Context: an optimization exercise on an open-source flow, tuned for small area, a short achievable clock period and few clock cycles per item. The choices shown serve that exercise and are no tape-out recipe.
Function was checked by simulation only, so behaviour that the tests miss may differ from the original.

==> flow/design.v (outline; a module is shown in full before it is edited, if it fits) <==
// module mmult: 1649 lines
// module fa: 4 lines
module mmult(
  input  clk,                  
  input  reset_n,              
  input  enable,               
  input  [0:9*8-1] A_mat,      
  input  [0:9*8-1] B_mat,      
  output valid,                
  output reg [0:9*17-1] C_mat  
);
  // ...
==> flow/run.sh <==
#!/bin/bash
# synth_recipe.tcl (not shown) runs the flow's synth.tcl, then flattens the netlist and writes it again
# the make line also repeats each setting of config.mk as NAME=value (left out here)
make -C /OpenROAD-flow-scripts/flow DESIGN_CONFIG=/design/flow/config.mk WORK_HOME=/design/flow/orfs CLKGATE_MAP_FILE= SYNTH_SCRIPT=/design/flow/synth_recipe.tcl finish
==> flow/config.mk <==
export PLATFORM = sky130hd
export DESIGN_NAME = mmult
export DESIGN_NICKNAME = mmult
export VERILOG_FILES = /design/flow/design.v
export SDC_FILE = /design/flow/constraint.sdc
export NUM_CORES = 4
export LEC_CHECK = 0
export CAP_MARGIN = 20
export CORE_MARGIN = 2
export CORE_UTILIZATION = 20
export PLACE_DENSITY = 0.35
export SLEW_MARGIN = 20
export SYNTH_HIERARCHICAL = 1
export SYNTH_MINIMUM_KEEP_SIZE = 0
==> flow/constraint.sdc <==
create_clock -name core_clock -period 90.0 [get_ports {clk}]
set_input_delay 18.0000 -clock core_clock [delete_from_list [all_inputs] [get_ports {clk}]]
set_output_delay 18.0000 -clock core_clock [all_outputs]
set_load 0.01 [all_outputs]
==> flow_summary_export.csv, run 1 <==
group,metric,value,unit
floorplan,dieWidth,323.5,um
clocking,clk_pin_slew,0.07,ns
clocking,cts_setup_buffers,0,
final_layout,dominant_cells,"multi-input combinational cells",
worst_setup_path,worstPathCellList,"clkdlybuf4s50_1, mux2i_1, o21ai_2, buf_4, nand2_1, fa_1, fa_1, fa_1, fa_1, fa_1, fa_1, fa_1, ha_1, nand2_1, a2bb2oi_1, nor2b_1, a2bb2oi_1, o311ai_1, a21oi_1, xor2_1",
worst_setup_path,worstSetupEndpointType,"register",
status,status,"finished clean",
logic_synthesis,synth.most_common_cell,"nand2_1",
placement,dp.cells,3363,
timing,hold_violations,0,
final_layout,inv_count,19,
logic_synthesis,ys_types,57,
worst_setup_path,worstSetupPathType,"in -> reg",
worst_setup_path,worstSetupStartpointType,"input pin",
global_route,grt_use_met1,18.30,%
worst_setup_path,cpPeakStageDelay,0.60,ns
logic_synthesis,seq_area_frac_synth,22.86,%
logic_synthesis,netlist_area,20420,sq um
final_layout,top_regs,"C_mat x153, row x2, done x1",
logic_synthesis,synthMuxAreaShare,1.225,%
clocking,cts_tree,"done",
timing,relSlewSlack,29.83,%
placement,place_area,25030,sq um
worst_setup_path,r2r-end,"C_mat[120]",
min_path,holdCritPathClass,"reg -> reg",
floorplan,tap_cells,1368,
routing,routed.top_layer,"met5",
timing,post-route-period-util,27.39,%
clocking,ctsHtreeMaxLevel,4,
final_layout,most-common-layout-cells,"nand2_1, fa_1, clkdlybuf4s50_1, edfxtp_1, ha_1",
final_layout,seq-cell-share,18.22,%
final_layout,top_register,"C_mat",
routing,met2_wirelength,38.43,mm
Testbench counts, summed over its fixed seeds: cycles 1,600, mults 320.
==> run 2: changes to the inputs <==
==> flow/config.mk (replaced) <==
export PLATFORM = sky130hd
export DESIGN_NAME = mmult
export DESIGN_NICKNAME = mmult
export VERILOG_FILES = /design/flow/design.v
export SDC_FILE = /design/flow/constraint.sdc
export NUM_CORES = 4
export LEC_CHECK = 0
export CAP_MARGIN = 5
export CORE_MARGIN = 2
export CORE_UTILIZATION = 55
export PLACE_DENSITY = 0.7
export SLEW_MARGIN = 5
export SYNTH_HIERARCHICAL = 1
export SYNTH_MINIMUM_KEEP_SIZE = 0
==> flow_summary_export.csv, run 2 <==
group,metric,value,unit
status,status,"finished clean",
worst_setup_path,worstSetupStartpointType,"input pin",
timing,fmax,0.04078,GHz
final_layout,final_common_cell,"nand2_1",
clocking,cts_buffers,17,
logic_synthesis,ys_top_cells_by_count,"nand2_1, fa_1, edfxtp_1",
worst_setup_path,worstSetupPathType,"in -> reg",
final_layout,largest_reg_flops,153,
logic_synthesis,post-synth-top-area-cell,"fa_1",
timing,worst_pin_slew,0.7305,ns
clocking,cts_setup_buffers,0,
global_route,grt_pass1_vias,16426,
routing,drc,0,
floorplan,dieArea,38690,sq um
logic_synthesis,synthFlopType,"edfxtp_1",
timing,fin_ws,65.48,ns
worst_setup_path,crit_fanout,24,
floorplan,rows,70,
floorplan,dieHeight,196.7,um
worst_setup_path,worstSetupEndpointType,"register",
clocking,cts_resized,0,
routing,drt_iter0_drc,1155,
routing,wl,57.81,mm
worst_setup_path,cp.required,90.20,ns
timing,fin_crit,24.52,ns
global_route,grt_usage,31.25,%
final_layout,num-nets-final,2726,
final_layout,top_regs,"C_mat x153, row x2, done x1",
clocking,cts_tree,"done",
global_route,globalRouteOverflowTotal,0,
clocking,cts.path.max_buffers,2,
worst_setup_path,cpPeakStageDelay,0.58,ns
routing,drtAntennaViolNets,0,
timing,relSlewSlack,51.30,%
clocking,clock_latency,0.46,ns
logic_synthesis,synthTopCellsByArea,"fa_1, edfxtp_1, nand2_1",
timing,rsz0062_at_grt,"no",
logic_synthesis,synth-edff-count,153,
placement,dpl.hpwl,44.15,mm
min_path,holdCritPathClass,"reg -> reg",
final_layout,final.fill_count,2777,
clocking,holdBufCountCts,0,
final_layout,top_register,"C_mat",
logic_synthesis,ys_types,57,
placement,place_congestion,0.9136,
logic_synthesis,async_flop_share,1.923,%
placement,io_buffers,300,
floorplan,io_pins,301,
job,drv_cap,0,
floorplan,initial_core_util,55.78,%
logic_synthesis,yosys.area.top_type_share,50.29,%
global_route,antenna_found_initial,5,
global_route,grt_max_degree,49,
timing,setup_violations,0,
global_route,grt_pass1_wl,89.71,mm
final_layout,final_layout_size_suffix_gt1_share,4.933,%
final_layout,utilization,66.89,%
clocking,clk_pin_slew,0.08,ns
clocking,ctsHtreeMaxLevel,4,
logic_synthesis,postSynthRegisterBits,156,
logic_synthesis,netlist_area,20420,sq um
routing,wl_per_cell,23.12,um
logic_synthesis,synth.avg_cell_area,11.57,sq um
routing,via_per_inst,5.936,
logic_synthesis,seq_area_frac_synth,22.86,%
placement,pre_cts_slack,65.06,ns
logic_synthesis,synth.most_common_cell,"nand2_1",
timing,skew,0.01867,ns
worst_setup_path,cp_slowest_cell,"fa_1",
timing,finalSetupTns,0,ns
clocking,cts-root-buf,"clkbuf_16",
worst_setup_path,cpMostUsedCell,"fa_1",
timing,post-route-period-util,27.25,%
timing,slew_viol_final,0,
floorplan,core-area,36610,sq um
clocking,clock_sinks,156,
logic_synthesis,ys_warn_count,7,
logic_synthesis,syn_inst,1765,
final_layout,most-common-layout-cells,"nand2_1, fa_1, clkdlybuf4s50_1, edfxtp_1, ha_1",
worst_setup_path,worstPathCellList,"clkdlybuf4s50_1, mux2i_1, o21ai_2, buf_4, nand2_1, fa_1, fa_1, fa_1, fa_1, fa_1, fa_1, fa_1, ha_1, nand2_1, a2bb2oi_1, nor2b_1, a2bb2oi_1, o311ai_1, a21oi_1, xor2_1",
worst_setup_path,crit_arrival,24.72,ns
routing,dr_total_vias,14841,
routing,dr.pass1.iters,5,
floorplan,dieWidth,196.7,um
timing,hold_violations,0,
final_layout,syn_to_final_growth,19.91,%
run 2: cell type report:
type	instances	area [sq um]	area share [%]
multi-input combinational	1492	15360	62.72
sequential	156	4669	19.07
timing repair buffer	329	3221	13.15
tap	468	585.6	2.391
clock buffer	17	425.4	1.737
clock inverter	14	143.9	0.5876
inverter	19	71.32	0.2912
antenna	5	12.51	0.05110
run 2: critical path: cells and delay by family:
kind	cells	cell delay [ns]
simple gates	3	0.54
mux	1	0.11
compound gates	5	1.08
xor+xnor	1	0.15
buf+inv	2	0.86
fa+ha+maj	8	3.97
run 2: final timing paths:
kind / from / endpoint / slack (ns) / cells after the start
min in group asynchronous: reset_n / done / 17.72 / 1
max in group asynchronous: reset_n / row[0] / 72.13 / 1
worst min register to register: done / done / 0.53 / 1
worst max-delay path: A_mat[38] / C_mat[120] / 65.48 / 20
worst min-delay path: done / done / 0.53 / 1
worst max register to register: row[1] / C_mat[120] / 82.11 / 22
run 2: through the flow:
stage	instances	hold slack (ns)	area (sq um)
3_5_place_dp	2464	0.4987	23910
2_1_floorplan	1797	0.5332	20540
4_1_cts	2495	0.5211	24470
3_3_place_gp	2464	0.4814	23910
5_1_grt	2500	0.5513	24490
6_report	2500	0.5278	24490
run 2: cell families (layout without fill, tap and decap cells):
kind of cell	after synthesis	count (layout)	synth area share, %
AND/OR/NAND/NOR	705	705	13.71
adder cells (fa/ha/maj)	564	564	53.41
flip-flops	156	156	22.86
buffers and inverters	149	379	2.990
AO/OA/AOI/OAI	126	126	4.105
XOR/XNOR	39	39	1.673
multiplexers	25	25	1.225
other	1	38	0.01836
run 2: routing by layer:
metal	track usage, %	wire length [um]
met5	0	0
met4	15.51	2740
met3	6.263	4840
met2	53.70	29180
met1	37.98	21040
run 2: Yosys stat by module, one instance, submodules excluded:
module / times used / area, sq um / cells inside / flip-flops and latches
fa: 510 / 20.02 / 1 / 0
mmult: 1 / 10210 / 1255 / 156
==> run 3: changes to the inputs <==
==> flow/flow/run.sh (new file) <==
#!/bin/bash
# The standard layout, with the smallest buffer on each port.
set -euo pipefail
bash standard.sh BUFFER_PORTS_ARGS="-buffer_cell sky130_fd_sc_hd__buf_1" finish > standard.log 2>&1
==> flow/standard.sh (new file) <==
#!/bin/bash
# synth_recipe.tcl (not shown) runs the flow's synth.tcl, then flattens the netlist and writes it again
# the make line also repeats each setting of config.mk as NAME=value (left out here)
make -C /OpenROAD-flow-scripts/flow DESIGN_CONFIG=/design/flow/config.mk WORK_HOME=/design/flow/orfs CLKGATE_MAP_FILE= SYNTH_SCRIPT=/design/flow/synth_recipe.tcl "${@:-finish}"
removed: flow/run.sh
==> flow_summary_export.csv, run 3 <==
group,metric,value,unit
status,status,"finished clean",
worst_setup_path,r2r_start,"row[0]",
placement,io_buffers,300,
placement,dpl.hpwl,43.69,mm
global_route,grt_usage,30.69,%
routing,wl,57.03,mm
timing,post-route-period-util,26.82,%
worst_setup_path,crit_fanout,24,
logic_synthesis,netlist_area,20420,sq um
clocking,cts_resized,0,
routing,drt_iter0_drc,1330,
job,drv_cap,0,
timing,finalSetupTns,0,ns
routing,dr_total_vias,14951,
routing,via_per_inst,5.976,
floorplan,initial_core_util,55.78,%
worst_setup_path,r2r_slack,82.09,ns
final_layout,final_common_cell,"nand2_1",
logic_synthesis,syn_inst,1765,
global_route,grt_pass1_wl,87.70,mm
floorplan,core-area,36610,sq um
clocking,holdBufCountCts,0,
final_layout,top_register,"C_mat",
final_layout,largest_reg_flops,153,
global_route,globalRouteOverflowTotal,0,
final_layout,most-common-layout-cells,"nand2_1, fa_1, buf_1, edfxtp_1, ha_1",
floorplan,rows,70,
logic_synthesis,ys_top_cells_by_count,"nand2_1, fa_1, edfxtp_1",
final_layout,syn_to_final_growth,10.65,%
final_layout,num-nets-final,2725,
clocking,clock_latency,0.47,ns
timing,slew_viol_final,0,
logic_synthesis,synth.avg_cell_area,11.57,sq um
floorplan,dieArea,38690,sq um
timing,rsz0062_at_grt,"no",
timing,fmax,0.04142,GHz
global_route,antenna_found_initial,4,
logic_synthesis,async_flop_share,1.923,%
floorplan,dieHeight,196.7,um
worst_setup_path,cp.required,90.28,ns
logic_synthesis,ys_warn_count,7,
logic_synthesis,synth-edff-count,153,
floorplan,dieWidth,196.7,um
min_path,min-delay-start,"done",
min_path,min_to,"done",
clocking,cts_buffers,17,
clocking,cts_tree,"done",
clocking,clk_pin_slew,0.07,ns
worst_setup_path,rr_worst_depth,22,
routing,dr.pass1.iters,6,
routing,drtAntennaViolNets,0,
worst_setup_path,worstSetupEndpointType,"register",
global_route,grt_max_degree,52,
worst_setup_path,worstSetupStartpointType,"input pin",
timing,hold_violations,0,
final_layout,final_layout_size_suffix_gt1_share,4.936,%
logic_synthesis,post-synth-top-area-cell,"fa_1",
clocking,cts_setup_buffers,0,
placement,place_congestion,0.9380,
min_path,holdCritPathClass,"reg -> reg",
timing,hold_ws,0.5204,ns
clocking,cts.path.max_buffers,2,
worst_setup_path,r2r-end,"C_mat[86]",
min_path,whs_path_depth,1,
clocking,cts-root-buf,"clkbuf_16",
logic_synthesis,synthFlopType,"edfxtp_1",
clocking,clock_sinks,156,
final_layout,utilization,61.72,%
logic_synthesis,yosys.area.top_type_share,50.29,%
timing,fin_crit,24.14,ns
floorplan,io_pins,301,
worst_setup_path,crit_arrival,24.42,ns
final_layout,top_regs,"C_mat x153, row x2, done x1",
routing,drc,0,
timing,relSlewSlack,39.18,%
logic_synthesis,ys_types,57,
clocking,ctsHtreeMaxLevel,4,
logic_synthesis,synthTopCellsByArea,"fa_1, edfxtp_1, nand2_1",
routing,wl_per_cell,22.79,um
worst_setup_path,worstSetupPathType,"in -> reg",
logic_synthesis,synth.most_common_cell,"nand2_1",
logic_synthesis,seq_area_frac_synth,22.86,%
timing,worst_pin_slew,0.9089,ns
global_route,grt_pass1_vias,16269,
timing,skew,0.01755,ns
timing,setup_violations,0,
logic_synthesis,postSynthRegisterBits,156,
-- run 3: how the worst max path moves through the flow --
| stage | end | start | slack (ns) |
|---|---|---|---|
| after floorplan | C_mat[105] | A_mat[24] | 65.94 |
| after global placement | C_mat[120] | A_mat[38] | 65.58 |
| after detailed placement | C_mat[105] | A_mat[24] | 65.46 |
| after CTS | C_mat[86] | A_mat[38] | 65.89 |
| after global routing | C_mat[120] | A_mat[24] | 65.65 |
| final | C_mat[86] | A_mat[24] | 65.86 |
-- run 3: cells by family (layout without fill, tap and decap cells) --
| family | after synthesis | in the layout | synth area share [%] |
|---|---|---|---|
| AOI/OAI and AO/OA | 126 | 126 | 4.105 |
| xor gates and xnor gates | 39 | 39 | 1.673 |
| adders and majority gates | 564 | 564 | 53.41 |
| buffers and inverters | 149 | 378 | 2.990 |
| DFF | 156 | 156 | 22.86 |
| muxes | 25 | 25 | 1.225 |
| other | 1 | 41 | 0.01836 |
| and+or+nand+nor | 705 | 705 | 13.71 |
-- run 3: metrics by stage --
| stage | setup slack [ns] | instance area, sq um | cells |
|---|---|---|---|
| after global routing | 65.65 | 22580 | 2497 |
| final | 65.86 | 22600 | 2502 |
| after global placement | 65.58 | 22040 | 2463 |
| after CTS | 65.89 | 22580 | 2494 |
| after detailed placement | 65.46 | 22040 | 2463 |
| after floorplan | 65.94 | 20540 | 1797 |
-- run 3: area by class of cell --
class,instances,area [sq um]
well taps,468,585.6
clock inverters,13,111.4
fillers,2958,14010
repair buffers,328,1336
clock buffers,18,429.2
diodes,8,20.02
flip-flops and latches,156,4669
multi-input cells,1492,15370
inverters,19,71.32
-- run 3: metal layers --
metal	global-route usage, %	vias up	part of all wire (%)
met5	0	-	0.016
met4	15.90	2	4.8
met3	7.444	193	9.6
met2	50.34	1005	49
met1	38.30	7662	37
li1	-	6089	-
-- run 3: modules after synthesis, one instance, submodules excluded --
| module | flops+latches | cells inside | cell area, sq um |
|---|---|---|---|
| mmult | 156 | 1255 | 10210 |
| fa | 0 | 1 | 20.02 |
-- run 3: critical path, stage by stage --
cell and delay [ns]:
buf_1 0.08, mux2i_1 0.08, o21ai_2 0.15, buf_4 0.36, nand2_1 0.15, fa_1 0.54
fa_1 0.54, fa_1 0.54, fa_1 0.58, fa_1 0.47, fa_1 0.58, fa_1 0.42
ha_1 0.36, a21oi_1 0.26, nor2_1 0.08, a211oi_1 0.30, o21ai_0 0.16, a21o_1 0.22
a221oi_2 0.25, xor2_1 0.28

-- separate check: timing with driven ports --
The flow's constraints put no driver on any port. The routed layouts listed below were extracted and timed again, unchanged, in two steps. Step 1, drivers: a clkbuf_16 drives clk and a buf_2 each remaining input, both assumed. Step 2 times the ports against the registers' clock, not the clock port: input delays grow and output delays shrink by t, the midpoint of the rising clock arrivals with the driver on. a / b / c = ideal / step 1 / step 2; a / b = the first two.
run | shift t [ns] | setup WS [ns] | latest minus earliest clock arrival (ns)
run 1 | 0.570 | 65.349 / 65.385 / 64.815 | 0.023 / 0.023
run 2 | 0.508 | 65.476 / 65.504 / 64.996 | 0.019 / 0.019
run 3 | 0.513 | 65.860 / 65.884 / 65.371 | 0.017 / 0.018
After both steps every run listed still meets setup and hold. For run 1, which loses most, drivers alone change the setup slack by +0.036 ns; drivers and shift together by -0.534 ns.
